Context: an optimization exercise on an open-source flow, tuned for small area and a short achievable clock period. The choices shown serve that exercise and are no tape-out recipe.
Function was not checked in any run shown here: the RTL went through the layout flow alone.

==> flow/design.v (outline; a module is shown in full before it is edited, if it fits) <==
// module full_adder: 10 lines
// module final_adder: 244 lines
// module fp32_unpacker: 20 lines
// module fp32_aligner: 18 lines
// module wallace_tree_8_inputs: 507 lines
// module fp32_normalizer_rounder: 287 lines
// module fp32_packer: 14 lines
// module fp32_adder_tree_8_inputs: 841 lines
module fp32_adder_tree_8_inputs (
    input wire clk,
    input wire rst_n,
    input wire [127:0] dvr_fp32addtree8to1_s0,
    input wire [127:0] dvr_fp32addtree8to1_s1,
    input wire [2:0] cru_fp32addtree8to1,
    output wire [127:0] dr_fp32addtree8to1_d
);
  // ...
==> flow/flow/run.sh <==
#!/bin/bash
# Layout flow: ORFS, with two changes to its synthesis script and a setup
# margin for timing repair.
#  - synthesis: Yosys's generic synth step runs without its quick ABC pass, so
#    the full adders written in the RTL reach extract_fa as written (no
#    inverters around them); the final ABC mapping uses flow/abc.script.
#  - layout: standard steps; repair_timing aims at SETUP_SLACK_MARGIN; the
#    port buffers are the platform's smallest buffer.
# Each tool's output goes to ORFS's own logs (orfs/logs/...); make's output to flow.log.
set -euo pipefail
HERE=$(pwd)
FL=$HERE/flow
source $FL/params.sh
sed -e 's#^source \$::env(SCRIPTS_DIR)/synth_preamble.tcl#&\nset abc_args [lreplace $abc_args 1 1 '"$FL"'/abc.script]#' \
    -e 's#synth -top \$::env(DESIGN_NAME) -run fine: {\*}\$synth_full_args#& -noabc#' \
    $FLOW_HOME/scripts/synth.tcl > $HERE/my_synth.tcl
grep -q -- '-noabc' $HERE/my_synth.tcl
grep -q 'abc.script\]' $HERE/my_synth.tcl
sed -e "s#source \$::env(SCRIPTS_DIR)/synth.tcl#source $HERE/my_synth.tcl#" synth_recipe.tcl > my_synth_recipe.tcl
grep -q my_synth.tcl my_synth_recipe.tcl
sed -e "s#SYNTH_SCRIPT=[^ ]*#SYNTH_SCRIPT=$HERE/my_synth_recipe.tcl#" standard.sh > my_standard.sh
grep -q my_synth_recipe.tcl my_standard.sh
export SETUP_SLACK_MARGIN=$MARGIN
# every port still gets a buffer, the smallest one
export BUFFER_PORTS_ARGS="${PORTBUF:--buffer_cell sky130_fd_sc_hd__buf_1}"
bash my_standard.sh finish > flow.log 2>&1
==> flow/flow/abc.script <==
strash
dch
map -B 0.9
topo
stime -c
buffer -c
upsize -c
dnsize -c
==> flow/flow/params.sh <==
MARGIN=35
==> flow/standard.sh <==
#!/bin/bash
# synth_recipe.tcl (not shown) runs the flow's synth.tcl, then flattens the netlist and writes it again
# the make line also repeats each setting of config.mk as NAME=value (left out here)
make -C /OpenROAD-flow-scripts/flow DESIGN_CONFIG=/design/flow/config.mk WORK_HOME=/design/flow/orfs CLKGATE_MAP_FILE= SYNTH_SCRIPT=/design/flow/synth_recipe.tcl "${@:-finish}"
==> flow/config.mk <==
export PLATFORM = sky130hd
export DESIGN_NAME = fp32_adder_tree_8_inputs
export DESIGN_NICKNAME = fp32_adder_tree_8_inputs
export VERILOG_FILES = /design/flow/design.v
export SDC_FILE = /design/flow/constraint.sdc
export NUM_CORES = 8
export LEC_CHECK = 0
export ABC_AREA = 1
export CAP_MARGIN = 20
export CORE_MARGIN = 2
export CORE_UTILIZATION = 40
export SLEW_MARGIN = 20
==> flow/constraint.sdc <==
create_clock -name core_clock -period 64.0 [get_ports {clk}]
set_input_delay 12.8000 -clock core_clock [delete_from_list [all_inputs] [get_ports {clk}]]
set_output_delay 12.8000 -clock core_clock [all_outputs]
set_load 0.01 [all_outputs]
==> results.txt, run 1 <==
run status=timing/DRC/antenna clean; Post-Synth XOR/XNOR Area=around a tenth; top post-synthesis cells by count=nand2_1 (1439), o21ai_0 (613), inv_1 (502); hold_buf cts=0; WL met3=~9.5 mm; synthesized flop and latch total=35; Clock Sinks=35; warnings from Yosys=2; utilization after layout=between 40% and 50%; # Post-CTS Setup Buffers=16; top-area cell type share of the netlist area=approximately 17%; Multi-input gate area=28400 sq um; clk root buf=clkbuf_16; crit end category=flip-flop; # diodes=3; Clock Tree Buf Depth=2; Non-clock buffers, area share=7.86%; register bank with the most flops=sum_q; cell family with most CP delay=simple AND/OR/NAND/NOR gates; M3 GR Usage=slightly below 3%; critical path required time=~64 ns; FFs & Latches=35; Non-clk bufs=between 500 and 600; startpoint types=input port; Critical Path AT=approximately 28 ns; Starting Density=40.5%; largest area contributor in the netlist=nand2_1; Place WS=between 30 and 40 ns; comb_multi_in=roughly 4.4k; GRT Total Usage=about a third; Fin Setup TNS=0 ns; Inverters=roughly 550; # placed instances=about 6.4k; cell mode on critical path=nand2_1; Worst path depth=85
==> module fp32_normalizer_rounder, before the edit <==
module fp32_normalizer_rounder (
    input  wire [34:0] mag,
    input  wire [7:0]  exp_in,      
    output wire [30:0] res,         
    output wire        overflow
);
    wire [31:0] lim = (exp_in <= 8'd32) ? (32'd1 << (6'd32 - exp_in[5:0])) : 32'd0;
    wire [63:0] lzv = {mag | {3'b000, lim}, 1'b1, 28'b0};
    reg [5:0] sh;
    integer q;
    always @(*) begin
        sh = 6'd35;
        for (q = 0; q < 35; q = q + 1)
            if (lzv[q + 29]) sh = 34 - q;
    end
    wire [34:0] n1 = sh[5] ? {mag[2:0], 32'b0} : mag;
    wire [34:0] n2 = sh[4] ? {n1[18:0], 16'b0} : n1;
    wire [34:0] n3 = sh[3] ? {n2[26:0], 8'b0} : n2;
    wire [34:0] n4 = sh[2] ? {n3[30:0], 4'b0} : n3;
    wire [34:0] n5 = sh[1] ? {n4[32:0], 2'b0} : n4;
    wire [34:0] nn = sh[0] ? {n5[33:0], 1'b0} : n5;
    wire normal = nn[34];
    wire g = nn[10];
    wire r = nn[9];
    wire st = |(mag[8:0] & (9'h1ff >> sh));
    wire rnd = g & (r | st | nn[11]);
    wire [8:0] e3 = {1'b0, exp_in} + 9'd3;
    wire [8:0] e4 = {1'b0, exp_in} + 9'd4;
    wire [8:0] nsh = ~{3'b0, sh};
    wire [8:0] x3, x4;
    wire xe_1 = e3[0] & nsh[0];
    wire xe_2 = e3[1] & nsh[1];
    wire xe_3 = e3[2] & nsh[2];
    wire xe_4 = e3[3] & nsh[3];
    wire xe_5 = e3[4] & nsh[4];
    wire xe_6 = e3[5] & nsh[5];
    wire xe_7 = e3[6] & nsh[6];
    wire xe_8 = e3[7] & nsh[7];
    wire xe_9 = e3[8] & nsh[8];
    wire xe_10 = e3[0] ^ nsh[0];
    wire xe_11 = e3[1] ^ nsh[1];
    wire xe_12 = e3[2] ^ nsh[2];
    wire xe_13 = e3[3] ^ nsh[3];
    wire xe_14 = e3[4] ^ nsh[4];
    wire xe_15 = e3[5] ^ nsh[5];
    wire xe_16 = e3[6] ^ nsh[6];
    wire xe_17 = e3[7] ^ nsh[7];
    wire xe_18 = e3[8] ^ nsh[8];
    wire xe_19 = xe_1 | (xe_10 & 1'b1);
    wire xe_20 = xe_2 | (xe_11 & xe_19);
    wire xe_21 = xe_11 & xe_10;
    wire xe_22 = xe_3 | (xe_12 & xe_2);
    wire xe_23 = xe_12 & xe_11;
    wire xe_24 = xe_4 | (xe_13 & xe_3);
    wire xe_25 = xe_13 & xe_12;
    wire xe_26 = xe_5 | (xe_14 & xe_4);
    wire xe_27 = xe_14 & xe_13;
    wire xe_28 = xe_6 | (xe_15 & xe_5);
    wire xe_29 = xe_15 & xe_14;
    wire xe_30 = xe_7 | (xe_16 & xe_6);
    wire xe_31 = xe_16 & xe_15;
    wire xe_32 = xe_8 | (xe_17 & xe_7);
    wire xe_33 = xe_17 & xe_16;
    wire xe_34 = xe_9 | (xe_18 & xe_8);
    wire xe_35 = xe_18 & xe_17;
    wire xe_36 = xe_22 | (xe_23 & xe_19);
    wire xe_37 = xe_23 & xe_10;
    wire xe_38 = xe_24 | (xe_25 & xe_20);
    wire xe_39 = xe_25 & xe_21;
    wire xe_40 = xe_26 | (xe_27 & xe_22);
    wire xe_41 = xe_27 & xe_23;
    wire xe_42 = xe_28 | (xe_29 & xe_24);
    wire xe_43 = xe_29 & xe_25;
    wire xe_44 = xe_30 | (xe_31 & xe_26);
    wire xe_45 = xe_31 & xe_27;
    wire xe_46 = xe_32 | (xe_33 & xe_28);
    wire xe_47 = xe_33 & xe_29;
    wire xe_48 = xe_34 | (xe_35 & xe_30);
    wire xe_49 = xe_35 & xe_31;
    wire xe_50 = xe_40 | (xe_41 & xe_19);
    wire xe_51 = xe_41 & xe_10;
    wire xe_52 = xe_42 | (xe_43 & xe_20);
    wire xe_53 = xe_43 & xe_21;
    wire xe_54 = xe_44 | (xe_45 & xe_36);
    wire xe_55 = xe_45 & xe_37;
    wire xe_56 = xe_46 | (xe_47 & xe_38);
    wire xe_57 = xe_47 & xe_39;
    wire xe_58 = xe_48 | (xe_49 & xe_40);
    wire xe_59 = xe_49 & xe_41;
    wire xe_60 = xe_58 | (xe_59 & xe_19);
    wire xe_61 = xe_59 & xe_10;
    assign x3[0] = xe_10 ^ 1'b1;
    assign x3[1] = xe_11 ^ xe_19;
    assign x3[2] = xe_12 ^ xe_20;
    assign x3[3] = xe_13 ^ xe_36;
    assign x3[4] = xe_14 ^ xe_38;
    assign x3[5] = xe_15 ^ xe_50;
    assign x3[6] = xe_16 ^ xe_52;
    assign x3[7] = xe_17 ^ xe_54;
    assign x3[8] = xe_18 ^ xe_56;
    wire xe_62 = e4[0] & nsh[0];
    wire xe_63 = e4[1] & nsh[1];
    wire xe_64 = e4[2] & nsh[2];
    wire xe_65 = e4[3] & nsh[3];
    wire xe_66 = e4[4] & nsh[4];
    wire xe_67 = e4[5] & nsh[5];
    wire xe_68 = e4[6] & nsh[6];
    wire xe_69 = e4[7] & nsh[7];
    wire xe_70 = e4[8] & nsh[8];
    wire xe_71 = e4[0] ^ nsh[0];
    wire xe_72 = e4[1] ^ nsh[1];
    wire xe_73 = e4[2] ^ nsh[2];
    wire xe_74 = e4[3] ^ nsh[3];
    wire xe_75 = e4[4] ^ nsh[4];
    wire xe_76 = e4[5] ^ nsh[5];
    wire xe_77 = e4[6] ^ nsh[6];
    wire xe_78 = e4[7] ^ nsh[7];
    wire xe_79 = e4[8] ^ nsh[8];
    wire xe_80 = xe_62 | (xe_71 & 1'b1);
    wire xe_81 = xe_63 | (xe_72 & xe_80);
    wire xe_82 = xe_72 & xe_71;
    wire xe_83 = xe_64 | (xe_73 & xe_63);
    wire xe_84 = xe_73 & xe_72;
    wire xe_85 = xe_65 | (xe_74 & xe_64);
    wire xe_86 = xe_74 & xe_73;
    wire xe_87 = xe_66 | (xe_75 & xe_65);
    wire xe_88 = xe_75 & xe_74;
    wire xe_89 = xe_67 | (xe_76 & xe_66);
    wire xe_90 = xe_76 & xe_75;
    wire xe_91 = xe_68 | (xe_77 & xe_67);
    wire xe_92 = xe_77 & xe_76;
    wire xe_93 = xe_69 | (xe_78 & xe_68);
    wire xe_94 = xe_78 & xe_77;
    wire xe_95 = xe_70 | (xe_79 & xe_69);
    wire xe_96 = xe_79 & xe_78;
    wire xe_97 = xe_83 | (xe_84 & xe_80);
    wire xe_98 = xe_84 & xe_71;
    wire xe_99 = xe_85 | (xe_86 & xe_81);
    wire xe_100 = xe_86 & xe_82;
    wire xe_101 = xe_87 | (xe_88 & xe_83);
    wire xe_102 = xe_88 & xe_84;
    wire xe_103 = xe_89 | (xe_90 & xe_85);
    wire xe_104 = xe_90 & xe_86;
    wire xe_105 = xe_91 | (xe_92 & xe_87);
    wire xe_106 = xe_92 & xe_88;
    wire xe_107 = xe_93 | (xe_94 & xe_89);
    wire xe_108 = xe_94 & xe_90;
    wire xe_109 = xe_95 | (xe_96 & xe_91);
    wire xe_110 = xe_96 & xe_92;
    wire xe_111 = xe_101 | (xe_102 & xe_80);
    wire xe_112 = xe_102 & xe_71;
    wire xe_113 = xe_103 | (xe_104 & xe_81);
    wire xe_114 = xe_104 & xe_82;
    wire xe_115 = xe_105 | (xe_106 & xe_97);
    wire xe_116 = xe_106 & xe_98;
    wire xe_117 = xe_107 | (xe_108 & xe_99);
    wire xe_118 = xe_108 & xe_100;
    wire xe_119 = xe_109 | (xe_110 & xe_101);
    wire xe_120 = xe_110 & xe_102;
    wire xe_121 = xe_119 | (xe_120 & xe_80);
    wire xe_122 = xe_120 & xe_71;
    assign x4[0] = xe_71 ^ 1'b1;
    assign x4[1] = xe_72 ^ xe_80;
    assign x4[2] = xe_73 ^ xe_81;
    assign x4[3] = xe_74 ^ xe_97;
    assign x4[4] = xe_75 ^ xe_99;
    assign x4[5] = xe_76 ^ xe_111;
    assign x4[6] = xe_77 ^ xe_113;
    assign x4[7] = xe_78 ^ xe_115;
    assign x4[8] = xe_79 ^ xe_117;
    wire ov3 = x3 >= 9'd255;
    wire ov4 = x4 >= 9'd255;
    wire [22:0] mr;
    wire [22:0] mant = nn[33:11];
    wire rn_1 = mant[1] & mant[0];
    wire rn_2 = mant[2] & mant[1];
    wire rn_3 = mant[3] & mant[2];
    wire rn_4 = mant[4] & mant[3];
    wire rn_5 = mant[5] & mant[4];
    wire rn_6 = mant[6] & mant[5];
    wire rn_7 = mant[7] & mant[6];
    wire rn_8 = mant[8] & mant[7];
    wire rn_9 = mant[9] & mant[8];
    wire rn_10 = mant[10] & mant[9];
    wire rn_11 = mant[11] & mant[10];
    wire rn_12 = mant[12] & mant[11];
    wire rn_13 = mant[13] & mant[12];
    wire rn_14 = mant[14] & mant[13];
    wire rn_15 = mant[15] & mant[14];
    wire rn_16 = mant[16] & mant[15];
    wire rn_17 = mant[17] & mant[16];
    wire rn_18 = mant[18] & mant[17];
    wire rn_19 = mant[19] & mant[18];
    wire rn_20 = mant[20] & mant[19];
    wire rn_21 = mant[21] & mant[20];
    wire rn_22 = mant[22] & mant[21];
    wire rn_23 = rn_2 & mant[0];
    wire rn_24 = rn_3 & rn_1;
    wire rn_25 = rn_4 & rn_2;
    wire rn_26 = rn_5 & rn_3;
    wire rn_27 = rn_6 & rn_4;
    wire rn_28 = rn_7 & rn_5;
    wire rn_29 = rn_8 & rn_6;
    wire rn_30 = rn_9 & rn_7;
    wire rn_31 = rn_10 & rn_8;
    wire rn_32 = rn_11 & rn_9;
    wire rn_33 = rn_12 & rn_10;
    wire rn_34 = rn_13 & rn_11;
    wire rn_35 = rn_14 & rn_12;
    wire rn_36 = rn_15 & rn_13;
    wire rn_37 = rn_16 & rn_14;
    wire rn_38 = rn_17 & rn_15;
    wire rn_39 = rn_18 & rn_16;
    wire rn_40 = rn_19 & rn_17;
    wire rn_41 = rn_20 & rn_18;
    wire rn_42 = rn_21 & rn_19;
    wire rn_43 = rn_22 & rn_20;
    wire rn_44 = rn_25 & mant[0];
    wire rn_45 = rn_26 & rn_1;
    wire rn_46 = rn_27 & rn_23;
    wire rn_47 = rn_28 & rn_24;
    wire rn_48 = rn_29 & rn_25;
    wire rn_49 = rn_30 & rn_26;
    wire rn_50 = rn_31 & rn_27;
    wire rn_51 = rn_32 & rn_28;
    wire rn_52 = rn_33 & rn_29;
    wire rn_53 = rn_34 & rn_30;
    wire rn_54 = rn_35 & rn_31;
    wire rn_55 = rn_36 & rn_32;
    wire rn_56 = rn_37 & rn_33;
    wire rn_57 = rn_38 & rn_34;
    wire rn_58 = rn_39 & rn_35;
    wire rn_59 = rn_40 & rn_36;
    wire rn_60 = rn_41 & rn_37;
    wire rn_61 = rn_42 & rn_38;
    wire rn_62 = rn_43 & rn_39;
    wire rn_63 = rn_48 & mant[0];
    wire rn_64 = rn_49 & rn_1;
    wire rn_65 = rn_50 & rn_23;
    wire rn_66 = rn_51 & rn_24;
    wire rn_67 = rn_52 & rn_44;
    wire rn_68 = rn_53 & rn_45;
    wire rn_69 = rn_54 & rn_46;
    wire rn_70 = rn_55 & rn_47;
    wire rn_71 = rn_56 & rn_48;
    wire rn_72 = rn_57 & rn_49;
    wire rn_73 = rn_58 & rn_50;
    wire rn_74 = rn_59 & rn_51;
    wire rn_75 = rn_60 & rn_52;
    wire rn_76 = rn_61 & rn_53;
    wire rn_77 = rn_62 & rn_54;
    wire rn_78 = rn_71 & mant[0];
    wire rn_79 = rn_72 & rn_1;
    wire rn_80 = rn_73 & rn_23;
    wire rn_81 = rn_74 & rn_24;
    wire rn_82 = rn_75 & rn_44;
    wire rn_83 = rn_76 & rn_45;
    wire rn_84 = rn_77 & rn_46;
    assign mr[0] = mant[0] ^ rnd;
    assign mr[1] = mant[1] ^ (rnd & mant[0]);
    assign mr[2] = mant[2] ^ (rnd & rn_1);
    assign mr[3] = mant[3] ^ (rnd & rn_23);
    assign mr[4] = mant[4] ^ (rnd & rn_24);
    assign mr[5] = mant[5] ^ (rnd & rn_44);
    assign mr[6] = mant[6] ^ (rnd & rn_45);
    assign mr[7] = mant[7] ^ (rnd & rn_46);
    assign mr[8] = mant[8] ^ (rnd & rn_47);
    assign mr[9] = mant[9] ^ (rnd & rn_63);
    assign mr[10] = mant[10] ^ (rnd & rn_64);
    assign mr[11] = mant[11] ^ (rnd & rn_65);
    assign mr[12] = mant[12] ^ (rnd & rn_66);
    assign mr[13] = mant[13] ^ (rnd & rn_67);
    assign mr[14] = mant[14] ^ (rnd & rn_68);
    assign mr[15] = mant[15] ^ (rnd & rn_69);
    assign mr[16] = mant[16] ^ (rnd & rn_70);
    assign mr[17] = mant[17] ^ (rnd & rn_78);
    assign mr[18] = mant[18] ^ (rnd & rn_79);
    assign mr[19] = mant[19] ^ (rnd & rn_80);
    assign mr[20] = mant[20] ^ (rnd & rn_81);
    assign mr[21] = mant[21] ^ (rnd & rn_82);
    assign mr[22] = mant[22] ^ (rnd & rn_83);
    wire rn_85 = rnd & rn_84;
    wire cm = rn_85;
    wire [7:0] er = normal ? (cm ? x4[7:0] : x3[7:0]) : {7'b0, cm};
    assign overflow = normal & (cm ? ov4 : ov3);
    assign res = {er, mr};
endmodule
==> run 2: changes to the inputs <==
--- a/flow/design.v
+++ b/flow/design.v
@@ -793,30 +793,407 @@
     wire t_s224, t_c224;
     full_adder t_fa224 (.a(t_s191), .b(t_c157), .cin(t_c190), .sum(t_s224), .cout(t_c224));
     wire t_s225, t_c225;
     full_adder t_fa225 (.a(k[5]), .b(t_c158), .cin(t_c191), .sum(t_s225), .cout(t_c225));
     assign row_a = {k[7], k[6], t_s225, t_s224, t_s223, t_s222, t_s221, t_s220, t_s219, t_s218, t_s217, t_s216, t_s215, t_s214, t_s213, t_s212, t_s211, t_s210, t_s209, t_s208, t_s207, t_s206, t_s205, t_s204, t_s203, t_s202, t_s201, t_s200, t_s199, t_s198, t_s197, t_s196, t_s195, t_s194, t_s193, t_s192};
     assign row_b = {1'b0, t_c225, t_c224, t_c223, t_c222, t_c221, t_c220, t_c219, t_c218, t_c217, t_c216, t_c215, t_c214, t_c213, t_c212, t_c211, t_c210, t_c209, t_c208, t_c207, t_c206, t_c205, t_c204, t_c203, t_c202, t_c201, t_c200, t_c199, t_c198, t_c197, t_c196, t_c195, t_c194, t_c193, t_c192, k[0]};
 endmodule
 module fp32_normalizer_rounder (
-    input  wire [34:0] mag,
+    input  wire [34:0] raw,         
+    input  wire        neg,         
     input  wire [7:0]  exp_in,      
     output wire [30:0] res,         
     output wire        overflow
 );
     wire [31:0] lim = (exp_in <= 8'd32) ? (32'd1 << (6'd32 - exp_in[5:0])) : 32'd0;
-    wire [63:0] lzv = {mag | {3'b000, lim}, 1'b1, 28'b0};
-    reg [5:0] sh;
-    integer q;
-    always @(*) begin
-        sh = 6'd35;
-        for (q = 0; q < 35; q = q + 1)
-            if (lzv[q + 29]) sh = 34 - q;
-    end
+    wire [34:0] mag = raw ^ {35{neg}};
+    wire [63:0] lzp = {raw | {3'b000, lim}, 1'b1, 28'b0};
+    wire [63:0] lzn = {~raw | {3'b000, lim}, 1'b1, 28'b0};
+    wire lp_z0_0 = ~lzp[63];
+    wire lp_z0_1 = ~lzp[62];
+    wire lp_z0_2 = ~lzp[61];
+    wire lp_z0_3 = ~lzp[60];
+    wire lp_z0_4 = ~lzp[59];
+    wire lp_z0_5 = ~lzp[58];
+    wire lp_z0_6 = ~lzp[57];
+    wire lp_z0_7 = ~lzp[56];
+    wire lp_z0_8 = ~lzp[55];
+    wire lp_z0_9 = ~lzp[54];
+    wire lp_z0_10 = ~lzp[53];
+    wire lp_z0_11 = ~lzp[52];
+    wire lp_z0_12 = ~lzp[51];
+    wire lp_z0_13 = ~lzp[50];
+    wire lp_z0_14 = ~lzp[49];
+    wire lp_z0_15 = ~lzp[48];
+    wire lp_z0_16 = ~lzp[47];
+    wire lp_z0_17 = ~lzp[46];
+    wire lp_z0_18 = ~lzp[45];
+    wire lp_z0_19 = ~lzp[44];
+    wire lp_z0_20 = ~lzp[43];
+    wire lp_z0_21 = ~lzp[42];
+    wire lp_z0_22 = ~lzp[41];
+    wire lp_z0_23 = ~lzp[40];
+    wire lp_z0_24 = ~lzp[39];
+    wire lp_z0_25 = ~lzp[38];
+    wire lp_z0_26 = ~lzp[37];
+    wire lp_z0_27 = ~lzp[36];
+    wire lp_z0_28 = ~lzp[35];
+    wire lp_z0_29 = ~lzp[34];
+    wire lp_z0_30 = ~lzp[33];
+    wire lp_z0_31 = ~lzp[32];
+    wire lp_z0_32 = ~lzp[31];
+    wire lp_z0_33 = ~lzp[30];
+    wire lp_z0_34 = ~lzp[29];
+    wire lp_z0_35 = ~lzp[28];
+    wire lp_z0_36 = ~lzp[27];
+    wire lp_z0_37 = ~lzp[26];
+    wire lp_z0_38 = ~lzp[25];
+    wire lp_z0_39 = ~lzp[24];
+    wire lp_z0_40 = ~lzp[23];
+    wire lp_z0_41 = ~lzp[22];
+    wire lp_z0_42 = ~lzp[21];
+    wire lp_z0_43 = ~lzp[20];
+    wire lp_z0_44 = ~lzp[19];
+    wire lp_z0_45 = ~lzp[18];
+    wire lp_z0_46 = ~lzp[17];
+    wire lp_z0_47 = ~lzp[16];
+    wire lp_z0_48 = ~lzp[15];
+    wire lp_z0_49 = ~lzp[14];
+    wire lp_z0_50 = ~lzp[13];
+    wire lp_z0_51 = ~lzp[12];
+    wire lp_z0_52 = ~lzp[11];
+    wire lp_z0_53 = ~lzp[10];
+    wire lp_z0_54 = ~lzp[9];
+    wire lp_z0_55 = ~lzp[8];
+    wire lp_z0_56 = ~lzp[7];
+    wire lp_z0_57 = ~lzp[6];
+    wire lp_z0_58 = ~lzp[5];
+    wire lp_z0_59 = ~lzp[4];
+    wire lp_z0_60 = ~lzp[3];
+    wire lp_z0_61 = ~lzp[2];
+    wire lp_z0_62 = ~lzp[1];
+    wire lp_z0_63 = ~lzp[0];
+    wire lp_z1_0 = lp_z0_0 & lp_z0_1;
+    wire [0:0] lp_c1_0 = lp_z0_0;
+    wire lp_z1_1 = lp_z0_2 & lp_z0_3;
+    wire [0:0] lp_c1_1 = lp_z0_2;
+    wire lp_z1_2 = lp_z0_4 & lp_z0_5;
+    wire [0:0] lp_c1_2 = lp_z0_4;
+    wire lp_z1_3 = lp_z0_6 & lp_z0_7;
+    wire [0:0] lp_c1_3 = lp_z0_6;
+    wire lp_z1_4 = lp_z0_8 & lp_z0_9;
+    wire [0:0] lp_c1_4 = lp_z0_8;
+    wire lp_z1_5 = lp_z0_10 & lp_z0_11;
+    wire [0:0] lp_c1_5 = lp_z0_10;
+    wire lp_z1_6 = lp_z0_12 & lp_z0_13;
+    wire [0:0] lp_c1_6 = lp_z0_12;
+    wire lp_z1_7 = lp_z0_14 & lp_z0_15;
+    wire [0:0] lp_c1_7 = lp_z0_14;
+    wire lp_z1_8 = lp_z0_16 & lp_z0_17;
+    wire [0:0] lp_c1_8 = lp_z0_16;
+    wire lp_z1_9 = lp_z0_18 & lp_z0_19;
+    wire [0:0] lp_c1_9 = lp_z0_18;
+    wire lp_z1_10 = lp_z0_20 & lp_z0_21;
+    wire [0:0] lp_c1_10 = lp_z0_20;
+    wire lp_z1_11 = lp_z0_22 & lp_z0_23;
+    wire [0:0] lp_c1_11 = lp_z0_22;
+    wire lp_z1_12 = lp_z0_24 & lp_z0_25;
+    wire [0:0] lp_c1_12 = lp_z0_24;
+    wire lp_z1_13 = lp_z0_26 & lp_z0_27;
+    wire [0:0] lp_c1_13 = lp_z0_26;
+    wire lp_z1_14 = lp_z0_28 & lp_z0_29;
+    wire [0:0] lp_c1_14 = lp_z0_28;
+    wire lp_z1_15 = lp_z0_30 & lp_z0_31;
+    wire [0:0] lp_c1_15 = lp_z0_30;
+    wire lp_z1_16 = lp_z0_32 & lp_z0_33;
+    wire [0:0] lp_c1_16 = lp_z0_32;
+    wire lp_z1_17 = lp_z0_34 & lp_z0_35;
+    wire [0:0] lp_c1_17 = lp_z0_34;
+    wire lp_z1_18 = lp_z0_36 & lp_z0_37;
+    wire [0:0] lp_c1_18 = lp_z0_36;
+    wire lp_z1_19 = lp_z0_38 & lp_z0_39;
+    wire [0:0] lp_c1_19 = lp_z0_38;
+    wire lp_z1_20 = lp_z0_40 & lp_z0_41;
+    wire [0:0] lp_c1_20 = lp_z0_40;
+    wire lp_z1_21 = lp_z0_42 & lp_z0_43;
+    wire [0:0] lp_c1_21 = lp_z0_42;
+    wire lp_z1_22 = lp_z0_44 & lp_z0_45;
+    wire [0:0] lp_c1_22 = lp_z0_44;
+    wire lp_z1_23 = lp_z0_46 & lp_z0_47;
+    wire [0:0] lp_c1_23 = lp_z0_46;
+    wire lp_z1_24 = lp_z0_48 & lp_z0_49;
+    wire [0:0] lp_c1_24 = lp_z0_48;
+    wire lp_z1_25 = lp_z0_50 & lp_z0_51;
+    wire [0:0] lp_c1_25 = lp_z0_50;
+    wire lp_z1_26 = lp_z0_52 & lp_z0_53;
+    wire [0:0] lp_c1_26 = lp_z0_52;
+    wire lp_z1_27 = lp_z0_54 & lp_z0_55;
+    wire [0:0] lp_c1_27 = lp_z0_54;
+    wire lp_z1_28 = lp_z0_56 & lp_z0_57;
+    wire [0:0] lp_c1_28 = lp_z0_56;
+    wire lp_z1_29 = lp_z0_58 & lp_z0_59;
+    wire [0:0] lp_c1_29 = lp_z0_58;
+    wire lp_z1_30 = lp_z0_60 & lp_z0_61;
+    wire [0:0] lp_c1_30 = lp_z0_60;
+    wire lp_z1_31 = lp_z0_62 & lp_z0_63;
+    wire [0:0] lp_c1_31 = lp_z0_62;
+    wire lp_z2_0 = lp_z1_0 & lp_z1_1;
+    wire [1:0] lp_c2_0 = lp_z1_0 ? {1'b1, lp_c1_1} : {1'b0, lp_c1_0};
+    wire lp_z2_1 = lp_z1_2 & lp_z1_3;
+    wire [1:0] lp_c2_1 = lp_z1_2 ? {1'b1, lp_c1_3} : {1'b0, lp_c1_2};
+    wire lp_z2_2 = lp_z1_4 & lp_z1_5;
+    wire [1:0] lp_c2_2 = lp_z1_4 ? {1'b1, lp_c1_5} : {1'b0, lp_c1_4};
+    wire lp_z2_3 = lp_z1_6 & lp_z1_7;
+    wire [1:0] lp_c2_3 = lp_z1_6 ? {1'b1, lp_c1_7} : {1'b0, lp_c1_6};
+    wire lp_z2_4 = lp_z1_8 & lp_z1_9;
+    wire [1:0] lp_c2_4 = lp_z1_8 ? {1'b1, lp_c1_9} : {1'b0, lp_c1_8};
+    wire lp_z2_5 = lp_z1_10 & lp_z1_11;
+    wire [1:0] lp_c2_5 = lp_z1_10 ? {1'b1, lp_c1_11} : {1'b0, lp_c1_10};
+    wire lp_z2_6 = lp_z1_12 & lp_z1_13;
+    wire [1:0] lp_c2_6 = lp_z1_12 ? {1'b1, lp_c1_13} : {1'b0, lp_c1_12};
+    wire lp_z2_7 = lp_z1_14 & lp_z1_15;
+    wire [1:0] lp_c2_7 = lp_z1_14 ? {1'b1, lp_c1_15} : {1'b0, lp_c1_14};
+    wire lp_z2_8 = lp_z1_16 & lp_z1_17;
+    wire [1:0] lp_c2_8 = lp_z1_16 ? {1'b1, lp_c1_17} : {1'b0, lp_c1_16};
+    wire lp_z2_9 = lp_z1_18 & lp_z1_19;
+    wire [1:0] lp_c2_9 = lp_z1_18 ? {1'b1, lp_c1_19} : {1'b0, lp_c1_18};
+    wire lp_z2_10 = lp_z1_20 & lp_z1_21;
+    wire [1:0] lp_c2_10 = lp_z1_20 ? {1'b1, lp_c1_21} : {1'b0, lp_c1_20};
+    wire lp_z2_11 = lp_z1_22 & lp_z1_23;
+    wire [1:0] lp_c2_11 = lp_z1_22 ? {1'b1, lp_c1_23} : {1'b0, lp_c1_22};
+    wire lp_z2_12 = lp_z1_24 & lp_z1_25;
+    wire [1:0] lp_c2_12 = lp_z1_24 ? {1'b1, lp_c1_25} : {1'b0, lp_c1_24};
+    wire lp_z2_13 = lp_z1_26 & lp_z1_27;
+    wire [1:0] lp_c2_13 = lp_z1_26 ? {1'b1, lp_c1_27} : {1'b0, lp_c1_26};
+    wire lp_z2_14 = lp_z1_28 & lp_z1_29;
+    wire [1:0] lp_c2_14 = lp_z1_28 ? {1'b1, lp_c1_29} : {1'b0, lp_c1_28};
+    wire lp_z2_15 = lp_z1_30 & lp_z1_31;
+    wire [1:0] lp_c2_15 = lp_z1_30 ? {1'b1, lp_c1_31} : {1'b0, lp_c1_30};
+    wire lp_z3_0 = lp_z2_0 & lp_z2_1;
+    wire [2:0] lp_c3_0 = lp_z2_0 ? {1'b1, lp_c2_1} : {1'b0, lp_c2_0};
+    wire lp_z3_1 = lp_z2_2 & lp_z2_3;
+    wire [2:0] lp_c3_1 = lp_z2_2 ? {1'b1, lp_c2_3} : {1'b0, lp_c2_2};
+    wire lp_z3_2 = lp_z2_4 & lp_z2_5;
+    wire [2:0] lp_c3_2 = lp_z2_4 ? {1'b1, lp_c2_5} : {1'b0, lp_c2_4};
+    wire lp_z3_3 = lp_z2_6 & lp_z2_7;
+    wire [2:0] lp_c3_3 = lp_z2_6 ? {1'b1, lp_c2_7} : {1'b0, lp_c2_6};
+    wire lp_z3_4 = lp_z2_8 & lp_z2_9;
+    wire [2:0] lp_c3_4 = lp_z2_8 ? {1'b1, lp_c2_9} : {1'b0, lp_c2_8};
+    wire lp_z3_5 = lp_z2_10 & lp_z2_11;
+    wire [2:0] lp_c3_5 = lp_z2_10 ? {1'b1, lp_c2_11} : {1'b0, lp_c2_10};
+    wire lp_z3_6 = lp_z2_12 & lp_z2_13;
+    wire [2:0] lp_c3_6 = lp_z2_12 ? {1'b1, lp_c2_13} : {1'b0, lp_c2_12};
+    wire lp_z3_7 = lp_z2_14 & lp_z2_15;
+    wire [2:0] lp_c3_7 = lp_z2_14 ? {1'b1, lp_c2_15} : {1'b0, lp_c2_14};
+    wire lp_z4_0 = lp_z3_0 & lp_z3_1;
+    wire [3:0] lp_c4_0 = lp_z3_0 ? {1'b1, lp_c3_1} : {1'b0, lp_c3_0};
+    wire lp_z4_1 = lp_z3_2 & lp_z3_3;
+    wire [3:0] lp_c4_1 = lp_z3_2 ? {1'b1, lp_c3_3} : {1'b0, lp_c3_2};
+    wire lp_z4_2 = lp_z3_4 & lp_z3_5;
+    wire [3:0] lp_c4_2 = lp_z3_4 ? {1'b1, lp_c3_5} : {1'b0, lp_c3_4};
+    wire lp_z4_3 = lp_z3_6 & lp_z3_7;
+    wire [3:0] lp_c4_3 = lp_z3_6 ? {1'b1, lp_c3_7} : {1'b0, lp_c3_6};
+    wire lp_z5_0 = lp_z4_0 & lp_z4_1;
+    wire [4:0] lp_c5_0 = lp_z4_0 ? {1'b1, lp_c4_1} : {1'b0, lp_c4_0};
+    wire lp_z5_1 = lp_z4_2 & lp_z4_3;
+    wire [4:0] lp_c5_1 = lp_z4_2 ? {1'b1, lp_c4_3} : {1'b0, lp_c4_2};
+    wire lp_z6_0 = lp_z5_0 & lp_z5_1;
+    wire [5:0] lp_c6_0 = lp_z5_0 ? {1'b1, lp_c5_1} : {1'b0, lp_c5_0};
+    wire ln_z0_0 = ~lzn[63];
+    wire ln_z0_1 = ~lzn[62];
+    wire ln_z0_2 = ~lzn[61];
+    wire ln_z0_3 = ~lzn[60];
+    wire ln_z0_4 = ~lzn[59];
+    wire ln_z0_5 = ~lzn[58];
+    wire ln_z0_6 = ~lzn[57];
+    wire ln_z0_7 = ~lzn[56];
+    wire ln_z0_8 = ~lzn[55];
+    wire ln_z0_9 = ~lzn[54];
+    wire ln_z0_10 = ~lzn[53];
+    wire ln_z0_11 = ~lzn[52];
+    wire ln_z0_12 = ~lzn[51];
+    wire ln_z0_13 = ~lzn[50];
+    wire ln_z0_14 = ~lzn[49];
+    wire ln_z0_15 = ~lzn[48];
+    wire ln_z0_16 = ~lzn[47];
+    wire ln_z0_17 = ~lzn[46];
+    wire ln_z0_18 = ~lzn[45];
+    wire ln_z0_19 = ~lzn[44];
+    wire ln_z0_20 = ~lzn[43];
+    wire ln_z0_21 = ~lzn[42];
+    wire ln_z0_22 = ~lzn[41];
+    wire ln_z0_23 = ~lzn[40];
+    wire ln_z0_24 = ~lzn[39];
+    wire ln_z0_25 = ~lzn[38];
+    wire ln_z0_26 = ~lzn[37];
+    wire ln_z0_27 = ~lzn[36];
+    wire ln_z0_28 = ~lzn[35];
+    wire ln_z0_29 = ~lzn[34];
+    wire ln_z0_30 = ~lzn[33];
+    wire ln_z0_31 = ~lzn[32];
+    wire ln_z0_32 = ~lzn[31];
+    wire ln_z0_33 = ~lzn[30];
+    wire ln_z0_34 = ~lzn[29];
+    wire ln_z0_35 = ~lzn[28];
+    wire ln_z0_36 = ~lzn[27];
+    wire ln_z0_37 = ~lzn[26];
+    wire ln_z0_38 = ~lzn[25];
+    wire ln_z0_39 = ~lzn[24];
+    wire ln_z0_40 = ~lzn[23];
+    wire ln_z0_41 = ~lzn[22];
+    wire ln_z0_42 = ~lzn[21];
+    wire ln_z0_43 = ~lzn[20];
+    wire ln_z0_44 = ~lzn[19];
+    wire ln_z0_45 = ~lzn[18];
+    wire ln_z0_46 = ~lzn[17];
+    wire ln_z0_47 = ~lzn[16];
+    wire ln_z0_48 = ~lzn[15];
+    wire ln_z0_49 = ~lzn[14];
+    wire ln_z0_50 = ~lzn[13];
+    wire ln_z0_51 = ~lzn[12];
+    wire ln_z0_52 = ~lzn[11];
+    wire ln_z0_53 = ~lzn[10];
+    wire ln_z0_54 = ~lzn[9];
+    wire ln_z0_55 = ~lzn[8];
+    wire ln_z0_56 = ~lzn[7];
+    wire ln_z0_57 = ~lzn[6];
+    wire ln_z0_58 = ~lzn[5];
+    wire ln_z0_59 = ~lzn[4];
+    wire ln_z0_60 = ~lzn[3];
+    wire ln_z0_61 = ~lzn[2];
+    wire ln_z0_62 = ~lzn[1];
+    wire ln_z0_63 = ~lzn[0];
+    wire ln_z1_0 = ln_z0_0 & ln_z0_1;
+    wire [0:0] ln_c1_0 = ln_z0_0;
+    wire ln_z1_1 = ln_z0_2 & ln_z0_3;
+    wire [0:0] ln_c1_1 = ln_z0_2;
+    wire ln_z1_2 = ln_z0_4 & ln_z0_5;
+    wire [0:0] ln_c1_2 = ln_z0_4;
+    wire ln_z1_3 = ln_z0_6 & ln_z0_7;
+    wire [0:0] ln_c1_3 = ln_z0_6;
+    wire ln_z1_4 = ln_z0_8 & ln_z0_9;
+    wire [0:0] ln_c1_4 = ln_z0_8;
+    wire ln_z1_5 = ln_z0_10 & ln_z0_11;
+    wire [0:0] ln_c1_5 = ln_z0_10;
+    wire ln_z1_6 = ln_z0_12 & ln_z0_13;
+    wire [0:0] ln_c1_6 = ln_z0_12;
+    wire ln_z1_7 = ln_z0_14 & ln_z0_15;
+    wire [0:0] ln_c1_7 = ln_z0_14;
+    wire ln_z1_8 = ln_z0_16 & ln_z0_17;
+    wire [0:0] ln_c1_8 = ln_z0_16;
+    wire ln_z1_9 = ln_z0_18 & ln_z0_19;
+    wire [0:0] ln_c1_9 = ln_z0_18;
+    wire ln_z1_10 = ln_z0_20 & ln_z0_21;
+    wire [0:0] ln_c1_10 = ln_z0_20;
+    wire ln_z1_11 = ln_z0_22 & ln_z0_23;
+    wire [0:0] ln_c1_11 = ln_z0_22;
+    wire ln_z1_12 = ln_z0_24 & ln_z0_25;
+    wire [0:0] ln_c1_12 = ln_z0_24;
+    wire ln_z1_13 = ln_z0_26 & ln_z0_27;
+    wire [0:0] ln_c1_13 = ln_z0_26;
+    wire ln_z1_14 = ln_z0_28 & ln_z0_29;
+    wire [0:0] ln_c1_14 = ln_z0_28;
+    wire ln_z1_15 = ln_z0_30 & ln_z0_31;
+    wire [0:0] ln_c1_15 = ln_z0_30;
+    wire ln_z1_16 = ln_z0_32 & ln_z0_33;
+    wire [0:0] ln_c1_16 = ln_z0_32;
+    wire ln_z1_17 = ln_z0_34 & ln_z0_35;
+    wire [0:0] ln_c1_17 = ln_z0_34;
+    wire ln_z1_18 = ln_z0_36 & ln_z0_37;
+    wire [0:0] ln_c1_18 = ln_z0_36;
+    wire ln_z1_19 = ln_z0_38 & ln_z0_39;
+    wire [0:0] ln_c1_19 = ln_z0_38;
+    wire ln_z1_20 = ln_z0_40 & ln_z0_41;
+    wire [0:0] ln_c1_20 = ln_z0_40;
+    wire ln_z1_21 = ln_z0_42 & ln_z0_43;
+    wire [0:0] ln_c1_21 = ln_z0_42;
+    wire ln_z1_22 = ln_z0_44 & ln_z0_45;
+    wire [0:0] ln_c1_22 = ln_z0_44;
+    wire ln_z1_23 = ln_z0_46 & ln_z0_47;
+    wire [0:0] ln_c1_23 = ln_z0_46;
+    wire ln_z1_24 = ln_z0_48 & ln_z0_49;
+    wire [0:0] ln_c1_24 = ln_z0_48;
+    wire ln_z1_25 = ln_z0_50 & ln_z0_51;
+    wire [0:0] ln_c1_25 = ln_z0_50;
+    wire ln_z1_26 = ln_z0_52 & ln_z0_53;
+    wire [0:0] ln_c1_26 = ln_z0_52;
+    wire ln_z1_27 = ln_z0_54 & ln_z0_55;
+    wire [0:0] ln_c1_27 = ln_z0_54;
+    wire ln_z1_28 = ln_z0_56 & ln_z0_57;
+    wire [0:0] ln_c1_28 = ln_z0_56;
+    wire ln_z1_29 = ln_z0_58 & ln_z0_59;
+    wire [0:0] ln_c1_29 = ln_z0_58;
+    wire ln_z1_30 = ln_z0_60 & ln_z0_61;
+    wire [0:0] ln_c1_30 = ln_z0_60;
+    wire ln_z1_31 = ln_z0_62 & ln_z0_63;
+    wire [0:0] ln_c1_31 = ln_z0_62;
+    wire ln_z2_0 = ln_z1_0 & ln_z1_1;
+    wire [1:0] ln_c2_0 = ln_z1_0 ? {1'b1, ln_c1_1} : {1'b0, ln_c1_0};
+    wire ln_z2_1 = ln_z1_2 & ln_z1_3;
+    wire [1:0] ln_c2_1 = ln_z1_2 ? {1'b1, ln_c1_3} : {1'b0, ln_c1_2};
+    wire ln_z2_2 = ln_z1_4 & ln_z1_5;
+    wire [1:0] ln_c2_2 = ln_z1_4 ? {1'b1, ln_c1_5} : {1'b0, ln_c1_4};
+    wire ln_z2_3 = ln_z1_6 & ln_z1_7;
+    wire [1:0] ln_c2_3 = ln_z1_6 ? {1'b1, ln_c1_7} : {1'b0, ln_c1_6};
+    wire ln_z2_4 = ln_z1_8 & ln_z1_9;
+    wire [1:0] ln_c2_4 = ln_z1_8 ? {1'b1, ln_c1_9} : {1'b0, ln_c1_8};
+    wire ln_z2_5 = ln_z1_10 & ln_z1_11;
+    wire [1:0] ln_c2_5 = ln_z1_10 ? {1'b1, ln_c1_11} : {1'b0, ln_c1_10};
+    wire ln_z2_6 = ln_z1_12 & ln_z1_13;
+    wire [1:0] ln_c2_6 = ln_z1_12 ? {1'b1, ln_c1_13} : {1'b0, ln_c1_12};
+    wire ln_z2_7 = ln_z1_14 & ln_z1_15;
+    wire [1:0] ln_c2_7 = ln_z1_14 ? {1'b1, ln_c1_15} : {1'b0, ln_c1_14};
+    wire ln_z2_8 = ln_z1_16 & ln_z1_17;
+    wire [1:0] ln_c2_8 = ln_z1_16 ? {1'b1, ln_c1_17} : {1'b0, ln_c1_16};
+    wire ln_z2_9 = ln_z1_18 & ln_z1_19;
+    wire [1:0] ln_c2_9 = ln_z1_18 ? {1'b1, ln_c1_19} : {1'b0, ln_c1_18};
+    wire ln_z2_10 = ln_z1_20 & ln_z1_21;
+    wire [1:0] ln_c2_10 = ln_z1_20 ? {1'b1, ln_c1_21} : {1'b0, ln_c1_20};
+    wire ln_z2_11 = ln_z1_22 & ln_z1_23;
+    wire [1:0] ln_c2_11 = ln_z1_22 ? {1'b1, ln_c1_23} : {1'b0, ln_c1_22};
+    wire ln_z2_12 = ln_z1_24 & ln_z1_25;
+    wire [1:0] ln_c2_12 = ln_z1_24 ? {1'b1, ln_c1_25} : {1'b0, ln_c1_24};
+    wire ln_z2_13 = ln_z1_26 & ln_z1_27;
+    wire [1:0] ln_c2_13 = ln_z1_26 ? {1'b1, ln_c1_27} : {1'b0, ln_c1_26};
+    wire ln_z2_14 = ln_z1_28 & ln_z1_29;
+    wire [1:0] ln_c2_14 = ln_z1_28 ? {1'b1, ln_c1_29} : {1'b0, ln_c1_28};
+    wire ln_z2_15 = ln_z1_30 & ln_z1_31;
+    wire [1:0] ln_c2_15 = ln_z1_30 ? {1'b1, ln_c1_31} : {1'b0, ln_c1_30};
+    wire ln_z3_0 = ln_z2_0 & ln_z2_1;
+    wire [2:0] ln_c3_0 = ln_z2_0 ? {1'b1, ln_c2_1} : {1'b0, ln_c2_0};
+    wire ln_z3_1 = ln_z2_2 & ln_z2_3;
+    wire [2:0] ln_c3_1 = ln_z2_2 ? {1'b1, ln_c2_3} : {1'b0, ln_c2_2};
+    wire ln_z3_2 = ln_z2_4 & ln_z2_5;
+    wire [2:0] ln_c3_2 = ln_z2_4 ? {1'b1, ln_c2_5} : {1'b0, ln_c2_4};
+    wire ln_z3_3 = ln_z2_6 & ln_z2_7;
+    wire [2:0] ln_c3_3 = ln_z2_6 ? {1'b1, ln_c2_7} : {1'b0, ln_c2_6};
+    wire ln_z3_4 = ln_z2_8 & ln_z2_9;
+    wire [2:0] ln_c3_4 = ln_z2_8 ? {1'b1, ln_c2_9} : {1'b0, ln_c2_8};
+    wire ln_z3_5 = ln_z2_10 & ln_z2_11;
+    wire [2:0] ln_c3_5 = ln_z2_10 ? {1'b1, ln_c2_11} : {1'b0, ln_c2_10};
+    wire ln_z3_6 = ln_z2_12 & ln_z2_13;
+    wire [2:0] ln_c3_6 = ln_z2_12 ? {1'b1, ln_c2_13} : {1'b0, ln_c2_12};
+    wire ln_z3_7 = ln_z2_14 & ln_z2_15;
+    wire [2:0] ln_c3_7 = ln_z2_14 ? {1'b1, ln_c2_15} : {1'b0, ln_c2_14};
+    wire ln_z4_0 = ln_z3_0 & ln_z3_1;
+    wire [3:0] ln_c4_0 = ln_z3_0 ? {1'b1, ln_c3_1} : {1'b0, ln_c3_0};
+    wire ln_z4_1 = ln_z3_2 & ln_z3_3;
+    wire [3:0] ln_c4_1 = ln_z3_2 ? {1'b1, ln_c3_3} : {1'b0, ln_c3_2};
+    wire ln_z4_2 = ln_z3_4 & ln_z3_5;
+    wire [3:0] ln_c4_2 = ln_z3_4 ? {1'b1, ln_c3_5} : {1'b0, ln_c3_4};
+    wire ln_z4_3 = ln_z3_6 & ln_z3_7;
+    wire [3:0] ln_c4_3 = ln_z3_6 ? {1'b1, ln_c3_7} : {1'b0, ln_c3_6};
+    wire ln_z5_0 = ln_z4_0 & ln_z4_1;
+    wire [4:0] ln_c5_0 = ln_z4_0 ? {1'b1, ln_c4_1} : {1'b0, ln_c4_0};
+    wire ln_z5_1 = ln_z4_2 & ln_z4_3;
+    wire [4:0] ln_c5_1 = ln_z4_2 ? {1'b1, ln_c4_3} : {1'b0, ln_c4_2};
+    wire ln_z6_0 = ln_z5_0 & ln_z5_1;
+    wire [5:0] ln_c6_0 = ln_z5_0 ? {1'b1, ln_c5_1} : {1'b0, ln_c5_0};
+    wire [5:0] sh = neg ? ln_c6_0 : lp_c6_0;
     wire [34:0] n1 = sh[5] ? {mag[2:0], 32'b0} : mag;
     wire [34:0] n2 = sh[4] ? {n1[18:0], 16'b0} : n1;
     wire [34:0] n3 = sh[3] ? {n2[26:0], 8'b0} : n2;
     wire [34:0] n4 = sh[2] ? {n3[30:0], 4'b0} : n3;
     wire [34:0] n5 = sh[1] ? {n4[32:0], 2'b0} : n4;
     wire [34:0] nn = sh[0] ? {n5[33:0], 1'b0} : n5;
     wire normal = nn[34];
     wire g = nn[10];
@@ -1910,32 +2287,32 @@
     wallace_tree_8_inputs tree (.data_in(aligned), .sgn(sgn), .row_a(row_a), .row_b(row_b));
     final_adder cpa (.a(row_a), .b(row_b), .sum(sum));
     wire neg = sum[35];
     wire [34:0] mag = sum[34:0] ^ {35{neg}};
     wire zero = ~|mag;
     wire sign = zero ? all_neg : neg;
     wire [30:0] res;
     wire overflow;
-    fp32_normalizer_rounder nr (.mag(mag), .exp_in(emax), .res(res), .overflow(overflow));
+    fp32_normalizer_rounder nr (.raw(sum[34:0]), .neg(neg), .exp_in(emax), .res(res), .overflow(overflow));
     wire [31:0] fp_sum_result;
     fp32_packer pk (.res_nan(res_nan), .res_inf(res_inf), .inf_sign(ninf),
                     .overflow(overflow), .sign(sign), .res(res), .fp_out(fp_sum_result));
-    reg [31:0] sum_q;
+    reg [31:0] sum_qn;
     reg        valid_q;
     reg [1:0]  seg_q;
     always @(posedge clk or negedge rst_n) begin
         if (!rst_n) begin
-            sum_q   <= 32'b0;
+            sum_qn  <= 32'b0;
             valid_q <= 1'b0;
             seg_q   <= 2'b0;
         end else begin
-            sum_q   <= fp_sum_result;
+            sum_qn  <= ~fp_sum_result;
             valid_q <= cru_fp32addtree8to1[2];
             seg_q   <= cru_fp32addtree8to1[1:0];
         end
     end
     assign dr_fp32addtree8to1_d = {
-        {32{valid_q & (seg_q == 2'b11)}} & sum_q,
-        {32{valid_q & (seg_q == 2'b10)}} & sum_q,
-        {32{valid_q & (seg_q == 2'b01)}} & sum_q,
-        {32{valid_q & (seg_q == 2'b00)}} & sum_q};
+        {32{valid_q & (seg_q == 2'b11)}} & ~sum_qn,
+        {32{valid_q & (seg_q == 2'b10)}} & ~sum_qn,
+        {32{valid_q & (seg_q == 2'b01)}} & ~sum_qn,
+        {32{valid_q & (seg_q == 2'b00)}} & ~sum_qn};
 endmodule
==> flow/flow/abc.script (replaced) <==
strash
dch
map -B 0.9
mfs
strash
dch
map -B 0.9
topo
stime -c
buffer -c
upsize -c
dnsize -c
==> flow/flow/params.sh (replaced) <==
MARGIN=36
==> flow/flow/recover.tcl (new file) <==
# Sourced by ORFS after global routing (POST_GLOBAL_ROUTE_TCL), with the
# global-route parasitics estimated.
# Area recovery: try each upsized cell at smaller drive strengths and keep the
# change if the worst setup slack does not get worse, the cell's own worst slack
# stays at least REC_GUARD ns above it, and no slew/capacitance check fails.
proc rec_wns {} { return [expr {[sta::worst_slack_cmd max] * 1e9}] }
proc rec_inst_slack {iname} {
  set s 1e30
  foreach p [get_pins -of_objects [get_cells $iname]] {
    set v [get_property $p slack_max]
    if {$v ne "" && $v < $s} { set s $v }
  }
  return $s
}
set guard [expr {[info exists ::env(REC_GUARD)] ? $::env(REC_GUARD) : 1.0}]
set db [ord::get_db]
set block [ord::get_db_block]
set wns0 [rec_wns]
set viol0 [expr {[sta::max_slew_violation_count] + [sta::max_capacitance_violation_count]}]
puts "recover: start WNS $wns0 viol $viol0 guard $guard"
set masters {}
foreach lib [$db getLibs] { foreach m [$lib getMasters] { lappend masters [$m getName] } }
set tried 0; set changed 0
foreach inst [$block getInsts] {
  set mname [[$inst getMaster] getName]
  if {![regexp {^sky130_fd_sc_hd__(.+)_(\d+)$} $mname -> base drv]} continue
  if {$drv <= 1} continue
  if {[regexp {^(df|sdf|edf|dl|clk|tap|fill|decap|conb|lpflow|probe)} $base]} continue
  set iname [$inst getName]
  if {[rec_inst_slack $iname] < $wns0 + $guard} continue
  set cands {}
  foreach d {0 1 2 4 6 8 12 16} {
    if {$d >= $drv} break
    set c "sky130_fd_sc_hd__${base}_$d"
    if {[lsearch -exact $masters $c] >= 0} { lappend cands $c }
  }
  foreach c $cands {
    incr tried
    replace_cell $iname $c
    set w [rec_wns]
    set v [expr {[sta::max_slew_violation_count] + [sta::max_capacitance_violation_count]}]
    if {$w >= $wns0 - 1e-6 && $v <= $viol0 && [rec_inst_slack $iname] >= $wns0 + $guard} { incr changed; break }
    replace_cell $iname $mname
  }
}
puts "recover: tried $tried changed $changed WNS [rec_wns]"
==> results.txt, run 2 <==
Worst Tran Pin Value=1.52 ns (was 1.21 ns); H-tree levels=2 (unchanged); most frequent cells in the layout=nand2_1 (1511), o21ai_0 (680), nor2_1 (546) (was nand2_1 (1410), o21ai_0 (589), inv_1 (482)); critical path required time=64.08 ns (was 64.16 ns); initial DRC count=3310 (was 3561); full die area=81700 sq um (was 81000 sq um); crit-path max cell delay=0.58 ns (was 0.60 ns); post-synthesis adder-cell area fraction=19.9% (was 20.0%); FMAX=0.0369 GHz (was 0.0354 GHz); simple-gate share of the synthesized area=37.2% (was 33.4%); antenna violations before repair=2 (was 5); Detailed Place HPWL=114 mm (was 113 mm); asr flop ratio synth=100% (unchanged); startpoint types=input port (unchanged); IO Port Bufs=388 (unchanged); Final WS setup=36.93 ns (was 35.72 ns); biggest regs=sum_qn: 32 flops, seg_q: 2 flops, valid_q: 1 flops (was sum_q: 32 flops, seg_q: 2 flops, valid_q: 1 flops); Pins Over Slew Limit=8 (was 0); post-synthesis mux area share=3.25% (was 5.15%); Blocking Checks=capacitance limit, slew limit; largest net degree at the start of global routing=43 (was 48); Post-Synth XOR/XNOR Area=9.81% (was 10.6%); commonest non-fill, non-tap cell in the layout=nand2_1 (unchanged); crit path kind=in -> reg (unchanged); post-synth cell types=64 (was 66); Top FF cell, synth=dfrtp_1 (unchanged); GRT Total Usage=31.2% (was 31.3%); Die Ht=286 um (was 285 um); Mapped Nets=6078 (was 5840); Post-synth EDFFs=0 (unchanged); Antenna Violating Nets Remaining=0 (unchanged); first-pass GRT wire length=199 mm (was 198 mm); I/O pin count=389 (unchanged); syn_area_per_cell=5.83 sq um (was 6.04 sq um); post-layout min period=27.07 ns (was 28.28 ns); Place WS=34.69 ns (was 31.99 ns); warnings from Yosys=1 (was 2); # Post-CTS Setup Buffers=14 (was 16); Critical Path AT=27.15 ns (was 28.44 ns); max FFs per register=32 (unchanged); run status=failed layout checks (was timing/DRC/antenna clean); Layout area overhead=13.5% (was 13.7%); Mapped Cells=5452 (was 5214); worst hold path class=in -> async (unchanged); final net count=6375 (was 6138); main combinational cell family by area after synthesis=simple AND/OR/NAND/NOR gates (unchanged); Clock Pin Slew Worst Setup and Hold Paths=0.05 ns (about the same); core area=78900 sq um (was 77700 sq um); WL per Instance=20.1 um (was 20.6 um); top post-synthesis cells by count=nand2_1 (1528), o21ai_0 (722), nor2_1 (566) (was nand2_1 (1439), o21ai_0 (613), inv_1 (502)); routability congestion estimate=1.04 (about the same); Worst slew margin=-2.35% (was 18.6%); CTS tree=done (unchanged); most common cell in the synthesized netlist=nand2_1 (unchanged); die width=286 um (was 285 um); crit end category=flip-flop (unchanged); routed vias=37.3k (was 36.5k); drt first pass iters=8 (unchanged); Fin Setup TNS=0 ns (unchanged); grt ovf=0 (unchanged); top-area cell type share of the netlist area=18.1% (was 17.1%); Area contributors post-synth=nand2_1 (18%), fa_1 (15%), o21ai_0 (11%) (was nand2_1 (17%), fa_1 (15%), o21ai_0 (9.7%)); clk root buf=clkbuf_16 (unchanged); hold_buf cts=0 (unchanged); cell mode on critical path=nand2_1 (unchanged); ratio of cells with drive above 1 in the final layout=9.84% (was 9.40%); Worst path slowest cell=fa_2 (was fa_1); Starting Density=40.3% (was 40.5%); fin crit share=42.3% (was 44.2%); drt total wl=137 mm (was 135 mm); largest area contributor in the netlist=nand2_1 (unchanged); synthesized flop and latch total=35 (unchanged); total CTS buffers=5 (unchanged); final setup fails=0 (unchanged); DRC errors left=0 (unchanged); worst setup path endpoint=sum_qn[4]$_DFF_PN0_ (was sum_q[1]$_DFF_PN0_); Critical Path Start=dvr_fp32addtree8to1_s1[109] (was dvr_fp32addtree8to1_s1[59]); Clock Sinks=35 (unchanged); register area share after synthesis=2.76% (was 2.78%); Max Cap Viol=1 (was 0); number of global-route vias before repair=33.8k (was 33.4k); Synth Area in Compound Gates=17.4% (was 18.0%); PostCTS Resize Cnt=57 (was 84); Row Count=103 (was 102); Clock Tree Buf Depth=2 (unchanged); Hold Slack=12.62 ns (about the same); register bank with the most flops=sum_qn (was sum_q); Final Hold Fails=0 (unchanged); CP max FO=16 (was 32); vias per cell=5.49 (was 5.57); Synth Cell Area=31800 sq um (was 31500 sq um); # diodes=0 (was 3)
==> run 2: cell count changes after synthesis, sizes merged, moves of 59 or more <==
cell,change
nand3,+123
a21oi,+121
o211ai,-115
nand2,+112
nor2,+93
o21ai,+88
mux2i,-59
==> run 2: logic make-up after synthesis <==
logic type / Yosys count
AO/OA/AOI/OAI: 1043
XOR/XNOR: 356
adder cells (fa/ha/maj): 365
buffers and inverters: 783
flip-flops: 35
multiplexers: 103
AND/OR/NAND/NOR: 2767
==> run 2: through the flow <==
stage | cells | cell area (sq um) | util [%]
after floorplan | 5452 | 31800 | -
after CTS | 6695 | 34300 | 43.5
final | 6800 | 36100 | 45.7
after detailed placement | 6668 | 33700 | 42.8
after global placement | 6668 | 33700 | 42.8
==> run 2: routing by layer <==
metal | global-route usage [%] | vias up | part of all wire (%)
met2 | 52.5 | 1435 | 46
met4 | 13.3 | 0 | 5.7
met1 | 41.2 | 17354 | 42
li1 | - | 18292 | -
met3 | 2.13 | 246 | 6.3
met5 | 0 | - | 0
==> run 2: worst max-delay path: cells and delay by family <==
kind / cells / cell delay, ns
and+or+nand+nor: 53 / 5.48
adders and majority gates: 9 / 3.95
AOI/OAI and AO/OA: 14 / 2.86
buffers and inverters: 11 / 1.36
xor gates and xnor gates: 2 / 0.61
==> run 2: worst min path at each step <==
stage	cells after the start	slack (ns)	endpoint
2_1_floorplan	0	12.50	seg_q[0]$_DFF_PN0_
3_3_place_gp	1	12.90	seg_q[1]$_DFF_PN0_
3_5_place_dp	1	12.91	valid_q$_DFF_PN0_
4_1_cts	1	12.62	seg_q[1]$_DFF_PN0_
6_report	1	12.62	seg_q[0]$_DFF_PN0_
==> run 2: cell type report <==
cell class	instances	area, sq um
timing repair inverter	21	158
sequential	35	876
clock buffer	8	156
tap	1050	1310
inverter	523	2100
multi-input combinational	4640	28800
fill	8697	42800
timing repair buffer	523	2670
==> run 3: changes to the inputs <==
==> flow/flow/params.sh (replaced) <==
MARGIN=37
==> results.txt, run 3 <==
run status=timing/DRC/antenna clean (was failed layout checks); drt first pass iters=8 (unchanged); Final Hold Fails=0 (unchanged); most common cell in the synthesized netlist=nand2_1 (unchanged); commonest non-fill, non-tap cell in the layout=nand2_1 (unchanged); register area share after synthesis=2.76% (unchanged); clk root buf=clkbuf_16 (unchanged); die width=286 um (unchanged); CP max FO=30 (was 16); syn_area_per_cell=5.83 sq um (unchanged); CTS tree=done (unchanged); top post-synthesis cells by count=nand2_1 (1528), o21ai_0 (722), nor2_1 (566) (unchanged); Critical Path Start=dvr_fp32addtree8to1_s1[45] (was dvr_fp32addtree8to1_s1[109]); Synth Cell Area=31800 sq um (unchanged); crit end category=flip-flop (unchanged); Hold Slack=12.62 ns (about the same); largest net degree at the start of global routing=43 (unchanged); post-synth cell types=64 (unchanged); Starting Density=40.3% (unchanged); # Post-CTS Setup Buffers=31 (was 14); final net count=6473 (was 6375); full die area=81700 sq um (unchanged); warnings from Yosys=1 (unchanged); H-tree levels=2 (unchanged); startpoint types=input port (unchanged); worst hold path class=in -> async (unchanged); Worst path slowest cell=fa_1 (was fa_2); critical path required time=64.16 ns (was 64.08 ns); # diodes=0 (unchanged); Row Count=103 (unchanged); DRC errors left=0 (unchanged); crit-path max cell delay=0.58 ns (about the same); Worst Tran Pin Value=1.21 ns (was 1.52 ns); Max Cap Viol=0 (was 1); final setup fails=0 (unchanged); Post-synth EDFFs=0 (unchanged); core area=78900 sq um (unchanged); I/O pin count=389 (unchanged); Top FF cell, synth=dfrtp_1 (unchanged); Clock Sinks=35 (unchanged); top-area cell type share of the netlist area=18.1% (unchanged); hold_buf cts=0 (unchanged); Pins Over Slew Limit=0 (was 8); fin crit share=41.2% (was 42.3%); total CTS buffers=5 (unchanged); cell mode on critical path=nand2_1 (unchanged); Fin Setup TNS=0 ns (unchanged); asr flop ratio synth=100% (unchanged); max FFs per register=32 (unchanged); ratio of cells with drive above 1 in the final layout=15.8% (was 9.84%); crit path kind=in -> reg (unchanged); most frequent cells in the layout=nand2_1 (1486), o21ai_0 (600), nor2_1 (512) (was nand2_1 (1511), o21ai_0 (680), nor2_1 (546)); Detailed Place HPWL=114 mm (unchanged); IO Port Bufs=388 (unchanged); biggest regs=sum_qn: 32 flops, seg_q: 2 flops, valid_q: 1 flops (unchanged); initial DRC count=3425 (was 3310); Area contributors post-synth=nand2_1 (18%), fa_1 (15%), o21ai_0 (11%) (unchanged); number of global-route vias before repair=34.2k (was 33.8k); Mapped Cells=5452 (unchanged); Clock Tree Buf Depth=2 (unchanged); antenna violations before repair=1 (was 2); post-layout min period=26.38 ns (was 27.07 ns); vias per cell=5.53 (was 5.49); register bank with the most flops=sum_qn (unchanged); Worst slew margin=18.5% (was -2.35%); Mapped Nets=6078 (unchanged); GRT Total Usage=31.6% (was 31.2%); Critical Path AT=26.54 ns (was 27.15 ns); largest area contributor in the netlist=nand2_1 (unchanged); worst setup path endpoint=sum_qn[16]$_DFF_PN0_ (was sum_qn[4]$_DFF_PN0_); synthesized flop and latch total=35 (unchanged); WL per Instance=20.4 um (was 20.1 um); Clock Pin Slew Worst Setup and Hold Paths=0.05 ns (about the same); Layout area overhead=20.8% (was 13.5%); first-pass GRT wire length=202 mm (was 199 mm); FMAX=0.0379 GHz (was 0.0369 GHz); routability congestion estimate=1.04 (unchanged); routed vias=38.1k (was 37.3k); PostCTS Resize Cnt=184 (was 57); Antenna Violating Nets Remaining=0 (unchanged); drt total wl=140 mm (was 137 mm); Die Ht=286 um (unchanged); grt ovf=0 (unchanged)
==> run 3: cell count changes in the layout (fill, tap and decap cells not counted), sizes merged <==
cell | previous run | this run
buf | 488 | 564
clkinvlp | 38 | 49
clkbuf | 43 | 51
clkinv | 6 | 12
inv | 500 | 494
nand2 | 1591 | 1595
nand3 | 376 | 375
==> run 3: layout make-up <==
cell class	instances	area, sq um
Sequential cell	35	876
Multi-Input combinational cell	4643	30200
Timing Repair inverter	32	229
Fill cell	8430	40500
Timing Repair Buffer	607	3450
Clock buffer	8	156
Tap cell	1050	1310
Inverter	523	2160
==> run 3: worst min path at each step <==
stage / from / to / slack, ns / cells past startpoint
global placement: cru_fp32addtree8to1[1] / seg_q[1]$_DFF_PN0_ / 12.90 / 1
detailed placement: cru_fp32addtree8to1[2] / valid_q$_DFF_PN0_ / 12.91 / 1
floorplan: rst_n / seg_q[0]$_DFF_PN0_ / 12.50 / 0
CTS: cru_fp32addtree8to1[1] / seg_q[1]$_DFF_PN0_ / 12.62 / 1
finish: rst_n / seg_q[0]$_DFF_PN0_ / 12.62 / 1
==> run 3: logic make-up (layout without fill, tap and decap cells) <==
logic type	after synthesis	count (layout)	synth area share [%]
multiplexers	103	103	3.25
flip-flops	35	35	2.76
AO/OA/AOI/OAI	1043	1043	17.4
XOR/XNOR	356	357	9.81
buffers and inverters	783	1170	9.74
AND/OR/NAND/NOR	2767	2775	37.2
adder cells (fa/ha/maj)	365	365	19.9
==> run 3: critical path: cells and delay by family <==
kind                     cells  cell delay [ns]
adder cells (fa/ha/maj)      9             3.82
AND/OR/NAND/NOR             55             6.15
AO/OA/AOI/OAI               14             2.20
XOR/XNOR                     2             0.39
buffers and inverters        9             1.12
==> run 3: per-layer routing <==
metal / GRT usage [%] / wire length, um / vias up
li1: - / - / 18477
met1: 41.4 / 58100 / 17745
met2: 53.3 / 64400 / 1605
met3: 2.40 / 9550 / 315
met4: 13.7 / 8420 / 0
met5: 0 / 0 / -
==> run 3: per-stage QoR <==
step	std cells	setup slack (ns)	utilization, %	area, sq um
floorplan	5452	38.06	-	31800
global placement	6668	34.79	42.8	33700
CTS	6720	37.02	44.3	34900
finish	6898	37.62	48.7	38400
detailed placement	6668	34.69	42.8	33700

[re-timing with driven ports]
In the flow no input, the clock included, has a driving cell. The finished layouts below were timed again as built, in two steps.
Step 1 assumes that a clkbuf_16 drives the clock port and a buf_2 every other input.
Step 2, shift: input delay + t, output delay - t, t = (earliest + latest rising clock arrival at the registers) / 2. This alone moves slack from input paths to output paths.
Slacks: ideal / step 1 / step 2; pairs: ideal / step 1.
| run | shift t [ns] | setup WS [ns] | cell pins on the clock port's net |
|---|---|---|---|
| run 1 | 0.314 | 35.718 / 35.724 / 35.410 | 1 |
| run 2 | 0.305 | 36.929 / 36.926 / 36.621 | 1 |
| run 3 | 0.305 | 37.618 / 37.632 / 37.327 | 1 |
